What follows belongs to an exercise in optimizing a design on an open flow for small area and a short achievable clock period; a production flow would make more cautious choices.
In this exercise RTL edits were held to simulation tests only and were not proved equivalent to the original.
No activity file was given, so power comes from the tool's default toggle rates.

Setup of the reference run:
==> flow/design.v (excerpt) <==
module mod3_1(
  input clk,
  input reset_n,
  input signed [22:0] a,
  input signed [22:0] b,
  input signed [16:0] c,
  output signed [39:0] y
);
Size: ~1900 cells after synthesis, roughly 160 flip-flops, about 110 I/O pins, ~0.016 mm^2 of cells after synthesis.
clock: 7.0 ns
lec_check: 0
abc_area: 1
cap_margin: 20
core_margin: 2
core_utilization: 40
setup_slack_margin: 2.5
slew_margin: 20
run.sh (not shown) runs the stock make flow with config.mk's settings and CLKGATE_MAP_FILE= SYNTH_SCRIPT=/design/flow/synth_recipe.tcl, a recipe that flattens the netlist after the stock synthesis.
The following lists how the trial run was set up differently from the reference run:
diff --git a/flow/config.mk b/flow/config.mk
--- a/flow/config.mk
+++ b/flow/config.mk
@@ -12 +11,0 @@
-export SETUP_SLACK_MARGIN = 2.5
Notes after the runs:
[compare] base=the reference run new=the trial run: clock group share of total power barely changed, non-clock buffer count dropped 1, die area barely changed, routed length on met3 dropped 3.2%.

========
Another version of the RTL of mod3_1 (not shown whole).
For scale: about 1500 cells after synthesis, ~150 flip-flops, roughly 110 I/O pins, ~14000 sq um of cells after synthesis.
export LEC_CHECK = 0
export ABC_AREA = 1
export CAP_MARGIN = 20
export CORE_MARGIN = 2
export CORE_UTILIZATION = 40
export SLEW_MARGIN = 70
create_clock -name core_clock -period 7.0 [get_ports {clk}]
standard.sh (not shown) runs the stock make flow with config.mk's settings and CLKGATE_MAP_FILE= SYNTH_SCRIPT=/design/flow/synth_recipe.tcl, a recipe that flattens the netlist after the stock synthesis.
==> flow/flow/run.sh <==
#!/bin/bash
# Layout flow: the standard layout (standard.sh, ORFS make) with these changes:
#  1. synthesis runs Yosys's synth with -noabc, so the generic "abc -fast" pass does not
#     restructure the adder logic before extract_fa; the rest of synth_recipe.tcl and of ORFS's
#     synth.tcl is unchanged (same registers and names).
#  2. the final ABC mapping uses flow/abc.script (area mapping, no buffering or gate sizing;
#     OpenROAD's repair steps buffer and size the netlist after placement instead).
#  3. the port buffers that placement inserts are sky130_fd_sc_hd__buf_1.
# Each tool's output goes to ORFS's own logs (orfs/logs/...), and make's output to flow_make.log.
set -euo pipefail
work=$PWD
sed 's/synth -nofsm -noshare {\*}\$args/synth -nofsm -noshare -noabc {*}$args/' \
  synth_recipe.tcl > flow_synth.tcl
grep -q -- '-noabc' flow_synth.tcl
# ORFS scripts, with the ABC area script replaced
rm -rf flow_scripts
cp -r "$FLOW_HOME/scripts" flow_scripts
cp flow/abc.script flow_scripts/abc_area.script
bash standard.sh "SYNTH_SCRIPT=$work/flow_synth.tcl" "SCRIPTS_DIR=$work/flow_scripts" \
  "BUFFER_PORTS_ARGS=-buffer_cell sky130_fd_sc_hd__buf_1" finish \
  > flow_make.log 2>&1
==> flow/flow/abc.script <==
strash
dch
map -B 0.9
topo
The starting point finished clean.
==> next run, changes <==
==> flow/flow/run.sh (replaced) <==
#!/bin/bash
# Layout flow: the standard layout (standard.sh) with two changes:
#  1. synthesis runs Yosys's synth with -noabc, so the generic "abc -fast" pass does not
#     restructure the design's adder cells before extract_fa; everything else in the
#     synthesis script (synth_recipe.tcl and ORFS synth.tcl) is unchanged.
#  2. the port buffers that place inserts are sky130_fd_sc_hd__buf_1 (buffer_ports
#     -buffer_cell) instead of the cell buffer_ports picks by default.
set -euo pipefail
work=$PWD
sed 's/synth -nofsm -noshare {\*}\$args/synth -nofsm -noshare -noabc {*}$args/' \
  synth_recipe.tcl > flow_synth.tcl
grep -q -- '-noabc' flow_synth.tcl
bash standard.sh "SYNTH_SCRIPT=$work/flow_synth.tcl" \
  "BUFFER_PORTS_ARGS=-buffer_cell ${PORT_BUF:-sky130_fd_sc_hd__buf_1}" finish \
  > flow_make.log 2>&1
--- a/flow/config.mk
+++ b/flow/config.mk
@@ -11,2 +11,4 @@
 export CORE_UTILIZATION = 40
+export CTS_BUF_LIST = sky130_fd_sc_hd__clkbuf_8
+export SETUP_SLACK_MARGIN = 3.8
 export SLEW_MARGIN = 70
removed: flow/flow/abc.script
The new run finished with timing, DRC and antenna clean.
Power grows by 13%.
Worst hold slack is about the same.
Fmax went up by 9.2%.
Synthesized cell count came out higher by 7.8%.
Global-route usage drops by 0.56 points.
Worst setup slack gets better by 320 ps.
Final area came out higher by 10%.
Die area went up by 4.3%.
Cell count goes up by 3.0%.
Sequential share of layout area came out lower by 1.3 points.
Sequential power stays flat.
==> next run, changes <==
--- a/flow/config.mk
+++ b/flow/config.mk
@@ -10,5 +10,5 @@
 export CORE_MARGIN = 2
-export CORE_UTILIZATION = 40
+export CORE_UTILIZATION = 85
 export CTS_BUF_LIST = sky130_fd_sc_hd__clkbuf_8
-export SETUP_SLACK_MARGIN = 3.8
+export SETUP_SLACK_MARGIN = 3.4
 export SLEW_MARGIN = 70
With this change the flow did not get past global routing (5_1_grt).
Area after synthesis is unchanged.
Synthesized cell count does not change.
==> next run, changes <==
--- a/flow/config.mk
+++ b/flow/config.mk
@@ -10,4 +10,5 @@
 export CORE_MARGIN = 2
-export CORE_UTILIZATION = 85
+export CORE_UTILIZATION = 55
 export CTS_BUF_LIST = sky130_fd_sc_hd__clkbuf_8
+export PLACE_DENSITY = 0.75
 export SETUP_SLACK_MARGIN = 3.4
The changed run ran to the end with no violations.
Area after synthesis is unchanged.
Synthesized cell count stays the same.

========
mod3_1 again, from the RTL that the note above started with.
Settings: LEC_CHECK=0, ABC_AREA=1, CAP_MARGIN=20, CORE_MARGIN=2, CORE_UTILIZATION=65, CTS_BUF_LIST=sky130_fd_sc_hd__clkbuf_16, CTS_CLUSTER_DIAMETER=80, CTS_CLUSTER_SIZE=40, SETUP_SLACK_MARGIN=3.4, SLEW_MARGIN=70; clock period 7.0 ns.
==> flow/flow/run.sh <==
#!/bin/bash
# Layout flow: the standard layout (standard.sh) with two changes:
#  1. synthesis runs Yosys's synth with -noabc, so the generic "abc -fast" pass does not
#     restructure the design's adder cells before extract_fa; everything else in the
#     synthesis script (synth_recipe.tcl and ORFS synth.tcl) is unchanged.
#  2. the port buffers that place inserts are sky130_fd_sc_hd__buf_1 (buffer_ports
#     -buffer_cell) instead of the cell buffer_ports picks by default.
set -euo pipefail
work=$PWD
sed 's/synth -nofsm -noshare {\*}\$args/synth -nofsm -noshare -noabc {*}$args/' \
  synth_recipe.tcl > flow_synth.tcl
grep -q -- '-noabc' flow_synth.tcl
bash standard.sh "SYNTH_SCRIPT=$work/flow_synth.tcl" \
  "BUFFER_PORTS_ARGS=-buffer_cell ${PORT_BUF:-sky130_fd_sc_hd__buf_1}" finish \
  > flow_make.log 2>&1
The first run completed without violations.
Edit:
Settings changed: CORE_UTILIZATION 65 to 40, CTS_BUF_LIST sky130_fd_sc_hd__clkbuf_16 to sky130_fd_sc_hd__clkbuf_8, CTS_CLUSTER_DIAMETER 80 to default, CTS_CLUSTER_SIZE 40 to default, SETUP_SLACK_MARGIN 3.4 to 3.6.
Result:
- synthesized cell count is unchanged
- critical path depth does not change
- register-to-register slack improved by 0.18 ns
Edit:
Settings changed: SETUP_SLACK_MARGIN 3.6 to 3.4.
Setup slack got worse by 0.044 ns.
Area after synthesis stays the same.
Core utilization went down by 1.3 points.
Total power fell by about 5%.
Global-route usage came out lower by 0.33 points.
Via count drops by about 1%.
First-iteration DRC count decreases by 1.6%.
Sequential share of layout area is higher by 0.29 points.
Edit:
==> flow/flow/run.sh (replaced) <==
#!/bin/bash
# Layout flow: the standard layout (standard.sh, ORFS make) with these changes:
#  1. synthesis runs Yosys's synth with -noabc, so the generic "abc -fast" pass does not
#     restructure the adder logic before extract_fa; the rest of synth_recipe.tcl and of ORFS's
#     synth.tcl is unchanged (same registers and names).
#  2. the final ABC mapping uses flow/abc.script (area mapping, no buffering or gate sizing;
#     OpenROAD's repair steps buffer and size the netlist after placement instead).
#  3. the port buffers that placement inserts are sky130_fd_sc_hd__buf_1.
# Each tool's output goes to ORFS's own logs (orfs/logs/...), and make's output to flow_make.log.
set -euo pipefail
work=$PWD
sed 's/synth -nofsm -noshare {\*}\$args/synth -nofsm -noshare -noabc {*}$args/' \
  synth_recipe.tcl > flow_synth.tcl
grep -q -- '-noabc' flow_synth.tcl
# ORFS scripts, with the ABC area script replaced
rm -rf flow_scripts
cp -r "$FLOW_HOME/scripts" flow_scripts
cp flow/abc.script flow_scripts/abc_area.script
bash standard.sh "SYNTH_SCRIPT=$work/flow_synth.tcl" "SCRIPTS_DIR=$work/flow_scripts" \
  "BUFFER_PORTS_ARGS=-buffer_cell sky130_fd_sc_hd__buf_1" finish \
  > flow_make.log 2>&1
==> flow/flow/abc.script (new file) <==
strash
dch
map -a
topo
Settings changed: CTS_BUF_LIST sky130_fd_sc_hd__clkbuf_8 to default, SETUP_SLACK_MARGIN 3.4 to default, SLEW_MARGIN 70 to 20.
Outcome:
- core utilization came out lower by 0.12 points
- via count shrinks by 7.3%
- count of clock-buffer cells in the layout grows by 2
- die area came out lower by about 8%
- clock skew is lower by 0.0051 ns
- register-to-register slack loses 0.66 ns
- synthesized cell count is lower by 20%
- routed wire length decreases by about 4%
- power came out lower by about 6.5%

==> separate check: timing with driven ports <==
Ports are ideal in the flow. The routed layouts listed here were re-timed in OpenROAD.
Step 1 assumes that a clkbuf_16 drives the clock port and a buf_2 every other input.
Step 2 adds t to the input delays and takes it off the output delays; t is the mean of the earliest and latest rising clock arrival at the registers after step 1. Input paths then give back, and output paths get back, about the clock's delay inside the block.
Slacks: ideal ports / drivers / drivers and shift; pairs: ideal ports / drivers.
run | t, ns | setup WS [ns] | worst setup path after step 2
the reference run | 0.492 | 2.674 / 2.621 / 2.853 | input to register
the trial run | 0.491 | 2.486 / 2.435 / 2.852 | input to register
the first run of note 2 | 0.472 | 3.171 / 3.123 / 3.165 | input to register
the second run of note 2 | 0.521 | 3.494 / 3.446 / 3.457 | input to register
the fourth run of note 2 | 0.503 | 3.461 / 3.421 / 3.319 | input to register
the first run of note 3 | 0.476 | 3.478 / 3.430 / 3.359 | input to register
the second run of note 3 | 0.501 | 3.507 / 3.464 / 3.345 | input to register
the third run of note 3 | 0.500 | 3.463 / 3.420 / 3.343 | input to register
the fourth run of note 3 | 0.479 | 2.680 / 2.632 / 2.622 | input to register
After both steps setup and hold are still met in every run listed. For the second run of note 3, which loses most, drivers alone change the setup slack by -0.043 ns; drivers and shift together by -0.162 ns.
